From an optimization exercise on the open Yosys and OpenROAD flow, aimed at small area; shortcuts taken in it are not production practice. The RTL was checked by simulation tests, not by an equivalence proof against the original design. Power figures rest on the tool's default switching activity, not on a simulated workload.

**flow/flow/run.sh**
```bash
#!/bin/bash
# Own layout flow: the standard ORFS flow (standard.sh) with these changes:
#  - port buffers use the smallest buffer cell;
#  - clock tree synthesis: the clock inverter of the falling-edge registers is
#    kept whole (not copied next to each register), so CTS builds one tree on
#    clk and one on the inverted clock; no dummy loads; options in
#    flow/cts_args.txt.
# Registers, floorplan, power grid, placement, routing and reports are ORFS's
# own steps, run by standard.sh. Each step's full log is in orfs/logs/, and
# make's own output in flow_make.log.
set -euo pipefail
W=$(pwd)
rm -rf "$W/scripts_own"
cp -r "$FLOW_HOME/scripts" "$W/scripts_own"
cp "$W/flow/abc_area.script" "$W/scripts_own/abc_area.script"
sed -i 's/^repair_clock_inverters$/# repair_clock_inverters (left out by flow\/run.sh)/' "$W/scripts_own/cts.tcl"
grep -q "left out by flow" "$W/scripts_own/cts.tcl"
export SCRIPTS_DIR="$W/scripts_own"
export CTS_ARGS="$(cat "$W/flow/cts_args.txt")"
export BUFFER_PORTS_ARGS="-buffer_cell sky130_fd_sc_hd__buf_1"
bash "$W/standard.sh" "SCRIPTS_DIR=$SCRIPTS_DIR" finish > "$W/flow_make.log" 2>&1
```
**flow/flow/abc_area.script**
```
strash
dch
amap
&get -n
&st
&dch
&put
amap
topo
stime -c
```
**flow/flow/cts_args.txt**
```
-sink_clustering_enable -repair_clock_nets -dont_use_dummy_load -buf_list {sky130_fd_sc_hd__clkbuf_8} -sink_clustering_size 16 -sink_clustering_max_diameter 50
```
**flow/standard.sh**
```bash
#!/bin/bash
# synth_recipe.tcl (not shown) runs the flow's synth.tcl, then flattens the netlist and writes it again
# the make line also repeats each setting of config.mk as NAME=value (left out here)
make -C /OpenROAD-flow-scripts/flow DESIGN_CONFIG=/design/flow/config.mk WORK_HOME=/design/flow/orfs CLKGATE_MAP_FILE= SYNTH_SCRIPT=/design/flow/synth_recipe.tcl "${@:-finish}"
```
**flow/config.mk**
```make
export PLATFORM = sky130hd
export DESIGN_NAME = CPUtop
export DESIGN_NICKNAME = CPUtop
export VERILOG_FILES = /design/flow/design.v
export SDC_FILE = /design/flow/constraint.sdc
export NUM_CORES = 4
export LEC_CHECK = 0
export ABC_AREA = 1
export CAP_MARGIN = 10
export CORE_MARGIN = 2
export CORE_UTILIZATION = 72
export PLACE_DENSITY = 0.8
export SLEW_MARGIN = 10
export SYNTH_HIERARCHICAL = 1
```
**flow/constraint.sdc**
```tcl
create_clock -name core_clock -period 140.0 [get_ports {clk}]
set_input_delay 28.0000 -clock core_clock [delete_from_list [all_inputs] [get_ports {clk}]]
set_output_delay 28.0000 -clock core_clock [all_outputs]
set_load 0.01 [all_outputs]
```
**flow/design.v**
```verilog
module CPUtop (input power,reset,clk,writeI,softReset,input [31:0] dataI,TPC,output valid,
	output [4:0] wb_reg, output [31:0] wb_data,
	output mem_we, output [31:0] mem_addr, mem_wdata,
	output [31:0] pc);
	localparam MS = 22;    
	integer p;
	genvar j, t;
	reg [29:0] ipc;             
	reg [26:0] instr;
	reg [511:0] imem;           
	reg [255:0] rf;             
	reg [255:0] dm;             
	reg rq;                     
	reg [26:0] d_ir;            
	localparam [3:0] C_NONE = 4'b0000, C_ZW = 4'b0001,    
	                 C_AI = 4'b0010, C_LW = 4'b0011, C_SW = 4'b0100, C_J = 4'b0101,
	                 C_M = 4'b1000, C_D = 4'b1001,          
	                 C_ADD = 4'b1100, C_SUB = 4'b1101, C_SLT = 4'b1110;
	reg [3:0] x_c;              
	reg [4:0] x_wr;
	reg [15:0] x_imm;           
	reg [31:0] x_rt;
	reg [31:0] m_alu, m_sd;
	reg [MS-1:0] m_q;
	reg m_s;
	reg [3:0] m_c;
	reg [4:0] m_wr;
	wire x_M = (x_c == C_M), x_D = (x_c == C_D), x_AI = (x_c == C_AI), x_J = (x_c == C_J);
	wire x_mr = (x_c == C_LW), x_mw = (x_c == C_SW), x_R = x_c[3];
	wire m_M = (m_c == C_M), m_D = (m_c == C_D), m_ADD = (m_c == C_ADD), m_SUB = (m_c == C_SUB);
	wire m_SLT = (m_c == C_SLT), m_AI = (m_c == C_AI), m_J = (m_c == C_J);
	wire m_mr = (m_c == C_LW), m_mw = (m_c == C_SW);
	wire m_rw = m_c[3] | (~m_c[2] & (m_c[1] | m_c[0]));
	reg [31:0] w_d;             
	reg [4:0] w_wr;
	reg w_rw;
	wire clr = reset | softReset;
	wire eN = power & ~clr, hN = ~power & ~clr;               
	wire eI = ~writeI & ~reset, hI = writeI & ~reset;         
	wire run = power & ~softReset;
	wire eP = run & ~reset, hP = ~run & ~reset;               
	wire [1:0] bo = TPC[1:0];
	wire [3:0] bw0 = TPC[5:2];
	wire [3:0] bw1 = TPC[5:2] + 4'd1;
	wire [31:0] rot = (bo == 2'd0) ? dataI :
	                  (bo == 2'd1) ? {dataI[7:0], dataI[31:8]} :
	                  (bo == 2'd2) ? {dataI[15:0], dataI[31:16]} :
	                                 {dataI[23:0], dataI[31:24]};
	always @(posedge clk) rq <= reset;
	wire [31:0] idat = rot & {32{~(reset & rq)}};
	reg [63:0] iwe;
	always @(*) begin
		for (p = 0; p < 64; p = p + 1)
			iwe[p] = reset | (writeI & (((p/4) == bw0 && (p%4) >= bo) || ((p/4) == bw1 && (p%4) < bo)));
	end
	wire [63:0] iweb = ~iwe;
	wire [511:0] imem_n;
	generate
		for (j = 0; j < 512; j = j + 1) begin : imw
			localparam integer BY = 4*(j/32) + 3 - (j%32)/8;    
			if ((j%32) == 24 || (j%32) == 25) begin : unused
				assign imem_n[j] = 1'b0;
			end else begin : st
				ao22 h (.a1(iwe[BY]), .a2(idat[j%32]), .b1(iweb[BY]), .b2(imem[j]), .y(imem_n[j]));
			end
		end
	endgenerate
	always @(posedge clk) imem <= imem_n;
	wire [15:0] ohf = 16'd1 << ipc[3:0];
	wire [29:0] fw;
	generate
		for (t = 0; t < 30; t = t + 1) begin : fetch
			localparam integer B = (t < 24) ? t : t + 2;
			wire [15:0] col;
			for (j = 0; j < 16; j = j + 1) begin : w
				assign col[j] = imem[32*j + B];
			end
			mux16oh m (.s(ohf), .d(col), .y(fw[t]));
		end
	endgenerate
	localparam [2:0] O_R = 3'd0, O_OTHER = 3'd1, O_J = 3'd2, O_ADDI = 3'd3,
	                 O_ADDIU = 3'd4, O_LW = 3'd5, O_SW = 3'd6;
	wire [5:0] fop = fw[29:24];
	wire [2:0] foc = (fop == 6'b000000) ? O_R : (fop == 6'b000010) ? O_J : (fop == 6'b001000) ? O_ADDI :
	                 (fop == 6'b001001) ? O_ADDIU : (fop == 6'b100011) ? O_LW : (fop == 6'b101011) ? O_SW : O_OTHER;
	wire [26:0] fi = {foc, fw[23:0]};
	wire [26:0] instr_n;
	generate
		for (t = 0; t < 27; t = t + 1) begin : fhold
			ao22 h (.a1(eI), .a2(fi[t]), .b1(hI), .b2(instr[t]), .y(instr_n[t]));
		end
	endgenerate
	always @(posedge clk) instr <= instr_n;
	wire [30:0] ic;
	wire [29:0] ipc1, ipc_d, ipc_n;
	assign ic[0] = 1'b1;
	generate
		for (j = 0; j < 30; j = j + 1) begin : inc
			assign ipc1[j] = ipc[j] ^ ic[j];
			assign ic[j+1] = ipc[j] & ic[j];
			ao22 h (.a1(eP), .a2(ipc_d[j]), .b1(hP), .b2(ipc[j]), .y(ipc_n[j]));
		end
	endgenerate
	assign ipc_d = m_J ? {14'd0, m_alu[17:2]} : ipc1;
	always @(posedge clk) ipc <= ipc_n;
	wire [26:0] d_ir_n;
	generate
		for (t = 0; t < 27; t = t + 1) begin : ifid
			ao22 h (.a1(eN), .a2(instr[t]), .b1(hN), .b2(d_ir[t]), .y(d_ir_n[t]));
		end
	endgenerate
	always @(negedge clk) d_ir <= d_ir_n;
	wire [23:0] ir = d_ir[23:0];
	wire [2:0] oc = d_ir[26:24];
	wire [5:0] fn = ir[5:0];
	wire isR = (oc == O_R);
	wire isJ = (oc == O_J);
	wire isAddi = (oc == O_ADDI);
	wire isAddiu = (oc == O_ADDIU);
	wire isLw = (oc == O_LW);
	wire isSw = (oc == O_SW);
	wire fSLL = (fn == 6'b000000), fSRL = (fn == 6'b000010), fADD = (fn == 6'b100000), fMUL = (fn == 6'b011000),
	     fDIV = (fn == 6'b011010), fSUB = (fn == 6'b100010), fSLT = (fn == 6'b101010);
	wire [3:0] id_c = isR ? ((fMUL | fSLL) ? C_M : (fDIV | fSRL) ? C_D : fADD ? C_ADD :
	                         fSUB ? C_SUB : fSLT ? C_SLT : C_ZW) :
	                  isAddi ? C_AI : isAddiu ? C_ZW : isLw ? C_LW : isSw ? C_SW : isJ ? C_J : C_NONE;
	wire [4:0] id_wr = isR ? ir[15:11] : ir[20:16];
	wire [7:0] ohs = 8'd1 << ir[23:21];
	wire [7:0] oht = 8'd1 << ir[18:16];
	wire [31:0] rs_v, rt_v;      
	generate
		for (t = 0; t < 32; t = t + 1) begin : rfr
			wire [7:0] col;
			for (j = 0; j < 8; j = j + 1) begin : r
				assign col[j] = rf[32*j + t];
			end
			mux8oh ms (.s(ohs), .d(col), .y(rs_v[t]));
			mux8oh mt (.s(oht), .d(col), .y(rt_v[t]));
		end
	endgenerate
	wire [31:0] onehot = (rt_v[31:5] == 27'd0) ? (32'd1 << rt_v[4:0]) : 32'd0;
	wire [31:0] id_rt = (isR & (fSLL | fSRL)) ? onehot : rt_v;
	wire [15:0] id_imm = isR ? id_rt[15:0] : ir[15:0];
	wire [56:0] xcur = {x_c, x_wr, x_imm, x_rt};
	wire [56:0] xnxt = {id_c, id_wr, id_imm, id_rt};
	wire [56:0] x_n;
	generate
		for (t = 0; t < 57; t = t + 1) begin : idex
			ao22 h (.a1(eN), .a2(xnxt[t]), .b1(hN), .b2(xcur[t]), .y(x_n[t]));
		end
	endgenerate
	always @(negedge clk) {x_c, x_wr, x_imm, x_rt} <= x_n;
	wire [31:0] x_col = {x_rt[31:16] & {16{x_R}}, x_imm};
	wire [31:0] A = rs_v;
	wire [32:0] ac;
	wire [31:0] asum;
	assign ac[0] = 1'b0;
	generate
		for (t = 0; t < 32; t = t + 1) begin : add
			if (t < 16) begin : lo
				fa1 f (.a(A[t]), .b(x_imm[t]), .c(ac[t]), .s(asum[t]), .co(ac[t+1]));
			end else begin : hi
				assign asum[t] = A[t] ^ ac[t];
				assign ac[t+1] = A[t] & ac[t];
			end
		end
	endgenerate
	wire [32*32-1:0] S;         
	wire [31:0] sg, q;
	wire [32:0] zx, zm;         
	wire [31:0] xcn = ~x_col, mcn = ~m_sd;
	assign zx[32] = 1'b1;
	assign zm[32] = 1'b1;
	generate
		for (j = 31; j >= 0; j = j - 1) begin : zchain
			assign zx[j] = zx[j+1] & ~x_col[j];
			assign zm[j] = zm[j+1] & ~m_sd[j];
		end
		for (j = 0; j < 32; j = j + 1) begin : row
			wire rM, rD, aj, act, sp, g1, g0;
			wire [31:0] cv;
			if (j < MS) begin : exr
				assign rM = x_M;
				assign rD = x_D;
				assign aj = A[31-j];
				assign cv = x_col;
				assign act = zx[j+1];
				if (j == 0) begin : s0
					assign sp = 1'b0;
				end else begin : sn
					assign sp = sg[j-1];
				end
			end else begin : memr
				assign rM = m_M;
				assign rD = m_D;
				assign aj = m_alu[31-j];
				assign cv = m_sd;
				assign act = zm[j+1];
				if (j == MS) begin : s0
					assign sp = m_s;
				end else begin : sn
					assign sp = sg[j-1];
				end
			end
			wire da = rD & act;
			if (j == 31) begin : last
				assign g1 = rM ? aj : ((da & sp) | m_ADD);
				assign g0 = (da & ~sp) | m_SUB | m_SLT;
			end else begin : mid
				assign g1 = rM ? aj : (da & sp);
				assign g0 = da & ~sp;
			end
			wire g1n = ~g1, g0n = ~g0;
			wire [31:0] cvn = (j < MS) ? xcn : mcn;
			wire [j+1:0] c;
			assign c[0] = g0;
			for (t = 0; t <= j; t = t + 1) begin : fa
				wire x, y;
				if (t == 0) begin : inj
					assign x = ~rM & aj;
				end else if (j == MS) begin : fromreg
					assign x = m_alu[32-MS+t-1];
				end else begin : fromrow
					assign x = S[32*(j-1) + t - 1];
				end
				o22ai ym (.a1(cvn[t]), .a2(g1n), .b1(cv[t]), .b2(g0n), .y(y));
				fa1 f (.a(x), .b(y), .c(c[t]), .s(S[32*j + t]), .co(c[t+1]));
			end
			assign sg[j] = da & ~c[j+1];
			assign q[j] = c[j+1];
		end
	endgenerate
	wire [31:0] m_alu_d = (x_mr | x_mw | x_AI) ? asum :
	                      x_J ? {14'd0, x_col[15:0], 2'b00} :
	                      {S[32*(MS-1) +: MS], A[31-MS:0]};
	wire [95:0] mcur = {m_alu, m_sd, m_q, m_s, m_c, m_wr};
	wire [95:0] mnxt = {m_alu_d, x_rt, q[MS-1:0], sg[MS-1], x_c, x_wr};
	wire [95:0] m_n;
	generate
		for (t = 0; t < 96; t = t + 1) begin : exmem
			ao22 h (.a1(eN), .a2(mnxt[t]), .b1(hN), .b2(mcur[t]), .y(m_n[t]));
		end
	endgenerate
	always @(negedge clk) {m_alu, m_sd, m_q, m_s, m_c, m_wr} <= m_n;
	wire [31:0] quo;
	generate
		for (j = 0; j < 32; j = j + 1) begin : qbits
			if (j < MS) begin : lo
				assign quo[31-j] = m_q[j];
			end else begin : hi
				assign quo[31-j] = q[j];
			end
		end
	endgenerate
	wire [31:0] arr = (m_M | m_ADD | m_SUB) ? S[32*31 +: 32] :
	                  m_D ? (zm[0] ? 32'd0 : quo) :
	                  m_SLT ? {31'd0, ~q[31]} : 32'd0;
	wire [7:0] oha = 8'd1 << m_alu[2:0];
	wire [7:0] dwe = {8{reset}} | ({8{m_mw}} & oha);
	wire [7:0] dweb = ~dwe;
	wire [255:0] dm_n;
	generate
		for (j = 0; j < 256; j = j + 1) begin : dmw
			ao22 h (.a1(dwe[j/32]), .a2(m_sd[j%32]), .b1(dweb[j/32]), .b2(dm[j]), .y(dm_n[j]));
		end
	endgenerate
	always @(posedge clk) dm <= dm_n;
	wire [31:0] dmq;
	generate
		for (t = 0; t < 32; t = t + 1) begin : dmr
			wire [7:0] col;
			for (j = 0; j < 8; j = j + 1) begin : r
				assign col[j] = dm[32*j + t];
			end
			mux8oh m (.s(oha), .d(col), .y(dmq[t]));
		end
	endgenerate
	wire [31:0] w_d_d = m_mr ? dmq : m_AI ? m_alu : arr;
	wire [37:0] wcur = {w_d, w_wr, w_rw};
	wire [37:0] wnxt = {w_d_d, m_wr, m_rw};
	wire [37:0] w_n;
	generate
		for (t = 0; t < 38; t = t + 1) begin : memwb
			ao22 h (.a1(eN), .a2(wnxt[t]), .b1(hN), .b2(wcur[t]), .y(w_n[t]));
		end
	endgenerate
	always @(negedge clk) {w_d, w_wr, w_rw} <= w_n;
	wire [7:0] ohw = 8'd1 << w_wr[2:0];
	wire [7:0] rwe = {8{reset}} | ({8{w_rw}} & ohw);
	wire [7:0] rweb = ~rwe;
	wire [255:0] rf_n;
	generate
		for (j = 0; j < 256; j = j + 1) begin : rfw
			ao22 h (.a1(rwe[j/32]), .a2(w_d[j%32]), .b1(rweb[j/32]), .b2(rf[j]), .y(rf_n[j]));
		end
	endgenerate
	always @(negedge clk) rf <= rf_n;
	assign valid = w_rw;
	assign wb_reg = w_wr;
	assign wb_data = w_d;
	assign mem_we = m_mw;
	assign mem_addr = m_alu;
	assign mem_wdata = m_sd;
	assign pc = {ipc, 2'b00};
endmodule
module mux16oh (input [15:0] s, input [15:0] d, output y);
	wire [5:0] n;
	wire h0, h1;
	aoi222 u0 (.a1(d[0]), .a2(s[0]), .b1(d[1]), .b2(s[1]), .c1(d[2]), .c2(s[2]), .y(n[0]));
	aoi222 u1 (.a1(d[3]), .a2(s[3]), .b1(d[4]), .b2(s[4]), .c1(d[5]), .c2(s[5]), .y(n[1]));
	aoi222 u2 (.a1(d[6]), .a2(s[6]), .b1(d[7]), .b2(s[7]), .c1(d[8]), .c2(s[8]), .y(n[2]));
	aoi222 u3 (.a1(d[9]), .a2(s[9]), .b1(d[10]), .b2(s[10]), .c1(d[11]), .c2(s[11]), .y(n[3]));
	aoi222 u4 (.a1(d[12]), .a2(s[12]), .b1(d[13]), .b2(s[13]), .c1(d[14]), .c2(s[14]), .y(n[4]));
	nand2g u5 (.a(d[15]), .b(s[15]), .y(n[5]));
	nand3g u6 (.a(n[0]), .b(n[1]), .c(n[2]), .y(h0));
	nand3g u7 (.a(n[3]), .b(n[4]), .c(n[5]), .y(h1));
	or2g u8 (.a(h0), .b(h1), .y(y));
endmodule
module mux8oh (input [7:0] s, input [7:0] d, output y);
	wire [2:0] n;
	aoi222 u0 (.a1(d[0]), .a2(s[0]), .b1(d[1]), .b2(s[1]), .c1(d[2]), .c2(s[2]), .y(n[0]));
	aoi222 u1 (.a1(d[3]), .a2(s[3]), .b1(d[4]), .b2(s[4]), .c1(d[5]), .c2(s[5]), .y(n[1]));
	aoi22 u2 (.a1(d[6]), .a2(s[6]), .b1(d[7]), .b2(s[7]), .y(n[2]));
	nand3g u3 (.a(n[0]), .b(n[1]), .c(n[2]), .y(y));
endmodule
module fa1 (input a, b, c, output s, co);
	assign s = a ^ b ^ c;
	assign co = (a & b) | (a & c) | (b & c);
endmodule
module o22ai (input a1, a2, b1, b2, output y);
	assign y = ~((a1 | a2) & (b1 | b2));
endmodule
module ao22 (input a1, a2, b1, b2, output y);
	assign y = (a1 & a2) | (b1 & b2);
endmodule
module aoi22 (input a1, a2, b1, b2, output y);
	assign y = ~((a1 & a2) | (b1 & b2));
endmodule
module aoi222 (input a1, a2, b1, b2, c1, c2, output y);
	assign y = ~((a1 & a2) | (b1 & b2) | (c1 & c2));
endmodule
module nand2g (input a, b, output y);
	assign y = ~(a & b);
endmodule
module nand3g (input a, b, c, output y);
	assign y = ~(a & b & c);
endmodule
module or2g (input a, b, output y);
	assign y = a | b;
endmodule
```
==> reports/metrics.cfg, run 1 <==
[run_status]
status = finished clean

[power]
pwr-share-clk_pct = 31.9
power_frac_seq_pct = 57.9
p_sw_share_pct = 26.8
power_density_mw_per_mm2 = 9.95
internal-power_uw = 500
pwr-share-comb_pct = 10.1
p_leak_uw = 0.0284
p_sw_uw = 184
ir_worst_vdd_uv = 10.9

[timing]
clock.fmax_mhz = 7.93
rsz0062_at_grt = no
max-slew-margin-rel_pct = 8.45
tightest_slew_ns = 1.37
slew_viol_final = 0
final_hold_viol_count = 0
post-route-period-util_pct = 90.0
finalSetupTns_ns = 0
clock-skew-final_ns = 0.671
period_minus_slack_ns = 126.05
setup_violations = 0

[synthesis]
yosysWarningCount = 7
ys_types = 38
synth_cells = 5502
ys.flop_type = dfxtp_1
ys_ff_latch = 1268
syn-cell-area_mm2 = 0.0626
async_flop_share_pct = 0
synth_edf_count = 0
seq_area_frac_synth_pct = 40.5
syn_area_per_cell_um2 = 11.4

[clock_network]
cts.clk_slew.worst_paths_ns = 0.10
postCtsSetupBuffers = 0
cts_tree = built
cts_hold_buffers = 0
clk_latency_ns = 1.98
cts_resized = 0

[global_routing]
grt_pass1_wl_mm = 348
grt_max_degree = 209
grt_pass1_vias = 55700
overflow = 0
track_usage_pct = 50.8
antenna_found_initial = 12

[route]
postRouteAntennaNets = 0
wl_per_cell_um = 32.3
dr.pass1.iters = 13
drt-vias-per-instance = 8.16
finalWirelength_mm = 232
drcViolationCount = 0
vias = 58500
first_iter_violations = 11400

[setup_path]
arrival_ns = 197.35
worst-setup-path-type = flop to flop
startpoint_type = flop
slowest_stage = dfxtp_1
required_ns = 211.30
crit_fanout = 22
slowest_delay_ns = 0.65
crit_path_end_kind = flop
path_common_cell = fa_1

[placed_design]
placed_area_mm2 = 0.0667
dp_hpwl_mm = 151
gp_congestion = 1.05
port-buffer-count = 175

[floorplanning]
core_region_area_mm2 = 0.0865
die-area_mm2 = 0.0894
fp-row-count = 108
die_width_um = 299
start_util_pct = 72.4
die_h_um = 299
io_pins = 204

[layout]
final_cell_mix = a22o_1, dfxtp_1, o22ai_1
multi_input_area_mm2 = 0.0363
final_common_cell = a22o_1
area_growth_pct = 9.79
fillers = 5692
final_nets = 6669
drive_gt1_share_pct = 7.69
stdcell_area_mm2 = 0.0688
ff_latch_area_mm2 = 0.0254

[worst_hold_path]
hold_path_class = flop to flop

[run]
drv_cap = 0

Yosys stat by module, one instance, submodules excluded, excerpt:
module / cells / area (µm²) / flip-flops and latches / copies in the design
aoi22: 1 / 7.51 / 0 / 96
o22ai: 1 / 6.26 / 0 / 528
CPUtop: 2509 / 32100 / 1268 / 1
nand3g: 1 / 5.00 / 0 / 156
ao22: 1 / 8.76 / 0 / 1267
fa1: 1 / 20.0 / 0 / 544
or2g: 1 / 6.26 / 0 / 30
nand2g: 1 / 3.75 / 0 / 30
aoi222: 1 / 10.0 / 0 / 342
state kept, by name (all words and copies together), names as in the netlist, 5 cells and up:
register,flops
x_imm,16
m_q,22
d_ir,27
ipc,30
w_wr,5
m_sd,32
x_wr,5
x_rt,32
dm,256
m_wr,5
m_alu,32
instr,27
rf,256
w_d,32
imem,480
kinds of logic after synthesis:
kind of cell	after synthesis	synth area share, %
compound gates	2622	33.8
fa+ha+maj	592	18.3
buf+inv	383	2.50
flops	1268	40.5
other cells	1	0.00599
simple gates	636	4.87
power groups by stage:
stage               Clock [µW]  Sequential, µW  Combinational (µW)
finish                     218             396                69.3
global route               232             398                72.6
CTS                        218             396                66.7
detailed placement        20.6             403                66.3
global placement          20.6             402                64.0
floorplan                 20.6             400                42.6
per-layer routing:
layer  global-route usage (%)  wire length, µm  up-vias
met3                     17.8            35300     1247
li1                         -                -    23600
met2                     73.9            98200     5574
met5                     1.64              392        -
met4                     34.1            19500       18
met1                     63.9            78200    28000
worst paths after layout:
path	from	endpoint	slack, ns	depth (start not counted)
worst max-delay path	x_c[3]	m_alu[31]	13.95	364
worst min-delay path	dm[221]	dm[221]	0.47	1
worst max register to register	x_c[3]	m_alu[31]	13.95	364
worst min register to register	dm[221]	dm[221]	0.47	1
synthesized netlist by cell type (2+ instances only):
cell | instances | share of area, %
a2111oi_0 | 2 | 0.028
a211oi_1 | 14 | 0.17
a21oi_1 | 59 | 0.47
a221oi_1 | 20 | 0.28
a222oi_1 | 347 | 5.5
a22o_1 | 1271 | 18
a22oi_1 | 145 | 1.7
a31oi_1 | 10 | 0.10
a32o_1 | 15 | 0.24
buf_4 | 34 | 0.41
clkinv_1 | 348 | 2.1
dfxtp_1 | 1268 | 41
fa_1 | 544 | 17
ha_1 | 48 | 0.96
nand2_1 | 102 | 0.61
nand3_1 | 159 | 1.3
nand4_1 | 28 | 0.28
nor2_1 | 164 | 0.98
nor2b_1 | 36 | 0.36
nor3_1 | 59 | 0.47
nor4_1 | 11 | 0.11
o21a_1 | 3 | 0.036
o21ai_0 | 94 | 0.75
o221a_1 | 2 | 0.036
o221ai_1 | 46 | 0.64
o22ai_1 | 589 | 5.9
o32ai_1 | 2 | 0.028
or2_0 | 58 | 0.58
or3_1 | 12 | 0.12
or4_1 | 4 | 0.048
cell type report:
type | count | share of cell area (%)
antenna | 9 | 0.0327
tap | 1155 | 2.10
clock buffer | 145 | 2.90
multi-input combinational | 3853 | 52.7
inverter | 348 | 1.90
timing repair buffer | 392 | 3.41
sequential | 1268 | 36.9
critical path, delay by kind of cell (launching register included):
| kind | cells | cell delay, ns |
|---|---|---|
| DFF | 1 | 0.65 |
| AOI/OAI and AO/OA | 25 | 4.09 |
| and+or+nand+nor | 63 | 12.36 |
| buffers and inverters | 23 | 5.09 |
| adders and majority gates | 253 | 103.68 |
per-stage QoR:
stage | std cells | power, µW | hold WS (ns) | utilization [%] | worst slack, ns
floorplan | 5504 | 463 | 0.439 | - | 25.40
global placement | 7013 | 487 | 0.451 | 77.1 | 18.79
detailed placement | 7013 | 490 | 0.452 | 77.1 | 16.54
CTS | 7158 | 680 | 0.469 | 79.4 | 16.47
global route | 7162 | 702 | 0.479 | 79.5 | 10.83
finish | 7170 | 684 | 0.466 | 79.5 | 13.95
==> inputs of run 2 (changes only) <==
==> flow/flow/cts_args.txt (replaced) <==
-sink_clustering_enable -repair_clock_nets -dont_use_dummy_load -no_insertion_delay -buf_list {sky130_fd_sc_hd__clkbuf_8} -sink_clustering_size 16 -sink_clustering_max_diameter 50
==> run 2 against run 1 <==
Fmax about the same. Non-clock buffer count is the same. Critical path depth is the same. Sequential power barely moved. Flip-flop and latch count unchanged. Sequential share of layout area is 0.26 points higher. Combinational power about the same. Via count down 1.9%. Register-to-register slack improved by 0.10 ns. First-iteration DRC count is 6.9% lower. Largest cell class unchanged. Highest routed layer unchanged.
==> reports/metrics.cfg, run 2 <==
[run_status]
status = finished clean

[floorplanning]
die-area_mm2 = 0.0894
io_pins = 204
die_width_um = 299
die_h_um = 299
start_util_pct = 72.4
core_region_area_mm2 = 0.0865
fp-row-count = 108

[worst_hold_path]
holdPathEnd = dm[221]
min_path_cells = 1
hold_path_class = flop to flop
hold_start = dm[221]

[timing]
final_hold_viol_count = 0
clock-skew-final_ns = 1.03
clock.fmax_mhz = 7.94
post-route-period-util_pct = 90.0
max-slew-margin-rel_pct = 15.2
setup_violations = 0
rsz0062_at_grt = no
finalSetupTns_ns = 0
tightest_slew_ns = 1.26
period_minus_slack_ns = 125.95
slew_viol_final = 0
setup_ws_ns = 14.05

[setup_path]
startpoint_type = flop
r2r-end = m_alu[31]
crit_path_start = x_c[3]
worstReg2RegStart = x_c[3]
slowest_stage = dfxtp_1
arrival_ns = 197.48
worst-setup-path-type = flop to flop
cp.depth = 364
path_common_cell = fa_1
crit_fanout = 22
cp_top_family = adder cells
rrSetupSlack_ns = 14.05
crit_path_end_kind = flop
path_buf_inv = 23
required_ns = 211.53
slowest_delay_ns = 0.67
reg2regPathDepth = 364

[clock_network]
cts_hold_buffers = 0
cts_tree = built
cts.clk_slew.worst_paths_ns = 0.09
clk_latency_ns = 1.64
cts_resized = 0
postCtsSetupBuffers = 0

[global_routing]
track_usage_pct = 48.8
grt_max_degree = 209
overflow = 0
antenna_found_initial = 11
grt_pass1_vias = 54500
grt_pass1_wl_mm = 337

[power]
power_density_mw_per_mm2 = 9.56
power_frac_seq_pct = 60.6
p_leak_uw = 0.0281
pwr-share-clk_pct = 28.8
p_sw_share_pct = 26.7
p_sw_uw = 174
internal-power_uw = 479
pwr-share-comb_pct = 10.6
ir_worst_vdd_uv = 10.9

[layout]
final_nets = 6634
reg.largest.list = imem: 480 flops, dm: 256 flops, rf: 256 flops
final_cell_mix = a22o_1, dfxtp_1, o22ai_1
area_growth_pct = 9.02
final_common_cell = a22o_1
largest_register_ffs = 480
stdcell_area_mm2 = 0.0683
drive_gt1_share_pct = 7.13
largest_register = imem

[synthesis]
synth_edf_count = 0
async_flop_share_pct = 0
ys.flop_type = dfxtp_1
seq_area_frac_synth_pct = 40.5
yosysWarningCount = 7
syn-cell-area_mm2 = 0.0626
yosys-top-cells-area = dfxtp_1, a22o_1, fa_1, o22ai_1, a222oi_1
synth_cells = 5502
synth_top_cell_area_share_pct = 40.5
ys_top_cells_by_count = a22o_1, dfxtp_1, o22ai_1, fa_1, clkinv_1
synth.most_common_cell = a22o_1
ys_types = 38
ys_ff_latch = 1268
synth_area_leader_cell = dfxtp_1
syn_area_per_cell_um2 = 11.4

[run]
drv_cap = 0

[route]
postRouteAntennaNets = 0
dr.pass1.iters = 17
first_iter_violations = 10600
drcViolationCount = 0
wl_per_cell_um = 31.5
drt-vias-per-instance = 8.04
finalWirelength_mm = 225
vias = 57400

[placed_design]
gp_congestion = 1.05
dp_slack_ns = 16.54
port-buffer-count = 175
dp_hpwl_mm = 151
placed_area_mm2 = 0.0667

run 2: cell counts after synthesis:
Identical to the previous run, type by type.
run 2: through the flow:
step / util, % / cells / hold slack, ns / power (µW)
after global routing: 78.9 / 7127 / 0.481 / 670
final: 79.0 / 7132 / 0.468 / 653
after detailed placement: 77.1 / 7013 / 0.452 / 490
after global placement: 77.1 / 7013 / 0.451 / 487
after CTS: 78.8 / 7123 / 0.471 / 649
after floorplan: - / 5504 / 0.439 / 463
run 2: logic make-up (layout without fill, tap and decap cells):
family | count (synthesis) | count (layout) | share of synthesized area (%)
other cells | 1 | 9 | 0.00599
buf+inv | 383 | 850 | 2.50
flops | 1268 | 1268 | 40.5
simple gates | 636 | 636 | 4.87
compound gates | 2622 | 2622 | 33.8
fa+ha+maj | 592 | 592 | 18.3
run 2: worst max path at each step:
stage,to,slack [ns]
after floorplan,w_d[0],25.40
after global placement,m_alu[31],18.79
after detailed placement,m_alu[31],16.54
after CTS,m_alu[31],16.56
after global routing,m_alu[31],11.18
final,m_alu[31],14.05
run 2: final cells by class:
type / instances / area (µm²)
diodes: 6 / 15.0
clock buffers: 110 / 1510
fillers: 5770 / 18200
inverters: 348 / 1310
multi-input cells: 3853 / 36300
flip-flops and latches: 1268 / 25400
well taps: 1155 / 1450
repair buffers: 392 / 2360
run 2: layer usage:
| metal | up-vias | GRT usage [%] | wire (µm) |
|---|---|---|---|
| li1 | 23500 | - | - |
| met1 | 27600 | 62.1 | 76600 |
| met2 | 5147 | 72.1 | 96600 |
| met3 | 1070 | 15.1 | 33300 |
| met4 | 16 | 32.1 | 18100 |
| met5 | - | 0.635 | 182 |
run 2: modules after synthesis (local to each module, per instance), a selection:
module | cells | area, µm² | flip-flops and latches
nand3g | 1 | 5.00 | 0
nand2g | 1 | 3.75 | 0
aoi22 | 1 | 7.51 | 0
ao22 | 1 | 8.76 | 0
fa1 | 1 | 20.0 | 0
aoi222 | 1 | 10.0 | 0
run 2: power by group through the flow:
stage / logic (µW) / registers [µW] / clock network (µW)
2_1_floorplan: 42.6 / 400 / 20.6
3_3_place_gp: 64.0 / 402 / 20.6
3_5_place_dp: 66.3 / 403 / 20.6
4_1_cts: 66.5 / 395 / 187
5_1_grt: 72.4 / 398 / 200
6_report: 69.0 / 396 / 188
==> inputs of run 3 (changes only) <==
==> flow/flow/abc_area.script (replaced) <==
strash
dch
amap
&get -n
&st
&dch
&put
amap
&get -n
&st
&dch
&put
amap
topo
stime -c
==> run 3 against run 2 <==
Via count up 0.17%. Flip-flop and latch count unchanged. Still clean on timing, DRC and antenna. Sequential share of layout area up 0.13 points. Cell area down 0.36%. Area after synthesis down 0.36%. Die area down 0.35%. Final cell count down 0.62%. Hold slack better by 0.00077 ns. Utilization up 0.57 points.
==> reports/metrics.cfg, run 3 <==
[run_status]
status = finished clean

[setup_path]
slowest_delay_ns = 0.82
crit_fanout = 33
r2r-end = w_d[0]
slowest_stage = dfxtp_1
worstReg2RegStart = m_sd[29]
startpoint_type = flop
worst-setup-path-type = flop to flop
required_ns = 211.49
reg2regPathDepth = 328
path_common_cell = fa_1
arrival_ns = 196.66
rrSetupSlack_ns = 14.83
crit_path_end_kind = flop

[timing]
setup_ws_ns = 14.83
slew_viol_final = 0
period_minus_slack_ns = 125.17
finalSetupTns_ns = 0
tightest_slew_ns = 1.40
clock-skew-final_ns = 0.982
max-slew-margin-rel_pct = 6.62
clock.fmax_mhz = 7.99
final_hold_viol_count = 0
rsz0062_at_grt = no
setup_violations = 0
post-route-period-util_pct = 89.4

[clock_network]
cts_hold_buffers = 0
cts.clk_slew.worst_paths_ns = 0.10
cts_resized = 0
postCtsSetupBuffers = 0
clk_latency_ns = 1.59
cts_tree = built

[synthesis]
synth_cells = 5467
async_flop_share_pct = 0
synth_edf_count = 0
yosys-top-cells-area = dfxtp_1, a22o_1, fa_1, o22ai_1, a222oi_1
synth_top_cell_area_share_pct = 40.7
ys_ff_latch = 1268
syn-cell-area_mm2 = 0.0624
ys.flop_type = dfxtp_1
yosysWarningCount = 7
ys_top_cells_by_count = a22o_1, dfxtp_1, o22ai_1, fa_1, a222oi_1
synth.most_common_cell = a22o_1
ys_types = 36
syn_area_per_cell_um2 = 11.4
synth_area_leader_cell = dfxtp_1
seq_area_frac_synth_pct = 40.7

[layout]
stdcell_area_mm2 = 0.0680
largest_register_ffs = 480
final_cell_mix = a22o_1, dfxtp_1, o22ai_1
postLayoutCoreUtil_pct = 79.5
largest_register = imem
drive_gt1_share_pct = 7.46
reg.largest.list = imem: 480 flops, dm: 256 flops, rf: 256 flops
final_nets = 6605
area_growth_pct = 9.02
final_common_cell = a22o_1
fillers = 5646

[placed_design]
port-buffer-count = 175
placed_area_mm2 = 0.0665
dp_slack_ns = 17.26
gp_congestion = 1.02
dp_hpwl_mm = 151

[power]
ir_worst_vdd_uv = 15.0
p_leak_uw = 0.0282
power_density_mw_per_mm2 = 9.77

[route]
dr_wl_met3_mm = 34.6
vias = 57500
met1Wirelength_mm = 76.0
top_layer = met5
first_iter_violations = 11300
met2WireLength_mm = 94.1
postRouteAntennaNets = 0
wl_per_cell_um = 31.6
drt-vias-per-instance = 8.11
drcViolationCount = 0
dr.pass1.iters = 12
finalWirelength_mm = 224

[global_routing]
track_usage_pct = 49.1
antenna_found_initial = 3
grt_pass1_wl_mm = 339
grt_max_degree = 95
grt_pass1_vias = 56100
overflow = 0

[worst_hold_path]
min_path_cells = 1
hold_path_class = flop to flop
holdPathEnd = w_wr[3]
hold_start = m_wr[3]

[floorplanning]
fp-row-count = 107
io_pins = 204
start_util_pct = 73.0
die_width_um = 298
core_region_area_mm2 = 0.0855
die-area_mm2 = 0.0891
die_h_um = 298

[run]
drv_cap = 0

## run 3: changes by cell type in the layout (fill, tap and decap cells not counted), sizes merged, moves of 23 or more
cell    change
clkinv     -43
a222oi     +30
o22ai      +23
o221ai     -37
a22oi      -30
nand2      +47
## run 3: how the worst max path moves through the flow
stage	start	end	slack, ns	cells after the start
finish	m_sd[29]	w_d[0]	14.83	328
global route	x_c[3]	m_alu[31]	11.83	363
CTS	x_c[3]	m_alu[31]	17.18	363
detailed placement	x_c[3]	m_alu[31]	17.26	363
global placement	m_sd[29]	w_d[0]	19.15	328
floorplan	m_sd[25]	w_d[0]	24.36	321
## run 3: kinds of logic (layout without fill, tap and decap cells)
group / count (synthesis) / in the layout / synth area share (%)
other cells: 1 / 5 / 0.00601
fa+ha+maj: 592 / 592 / 18.4
compound gates: 2580 / 2580 / 33.5
buf+inv: 340 / 813 / 2.25
flops: 1268 / 1268 / 40.7
simple gates: 686 / 686 / 5.15
## run 3: critical path: cells and delay by family, from the launching register on
kind,cells,cell delay (ns)
adder cells (fa/ha/maj),275,112.92
AO/OA/AOI/OAI,16,2.79
flip-flops,1,0.82
buffers and inverters,14,4.85
AND/OR/NAND/NOR,23,3.61
## run 3: per-module statistics from Yosys, one instance, submodules excluded, a selection
module | times used | cells inside | cell area, µm² | flops+latches
aoi222 | 342 | 1 | 10.0 | 0
o22ai | 528 | 1 | 6.26 | 0
or2g | 30 | 1 | 6.26 | 0
nand3g | 156 | 1 | 5.00 | 0
ao22 | 1267 | 1 | 8.76 | 0
nand2g | 30 | 1 | 3.75 | 0
## run 3: final cells by class
class / count / area, µm² / share of cell area, %
multi-input cells: 3861 / 36200 / 53.2
well taps: 1144 / 1430 / 2.10
clock buffers: 112 / 1540 / 2.27
diodes: 2 / 5.00 / 0.00736
flip-flops and latches: 1268 / 25400 / 37.3
inverters: 305 / 1140 / 1.68
repair buffers: 396 / 2320 / 3.42
## run 3: metrics by stage
stage | total power, µW | hold WS [ns] | instances
floorplan | 470 | 0.440 | 5469
global placement | 496 | 0.447 | 6972
detailed placement | 500 | 0.454 | 6972
CTS | 661 | 0.458 | 7084
global route | 683 | 0.492 | 7087
finish | 665 | 0.469 | 7088
## run 3: routing by layer
| metal | global-route usage (%) | vias to the layer above |
|---|---|---|
| met1 | 61.7 | 27700 |
| met4 | 34.3 | 4 |
| met5 | 0.0529 | - |
| met2 | 71.5 | 5164 |
| met3 | 16.7 | 1186 |
| li1 | - | 23500 |
## run 3: power by group
group	total [µW]	switching (µW)	internal (µW)
clock	190	118	71.4
combinational	75.1	46.5	28.6
sequential	400	14.4	386
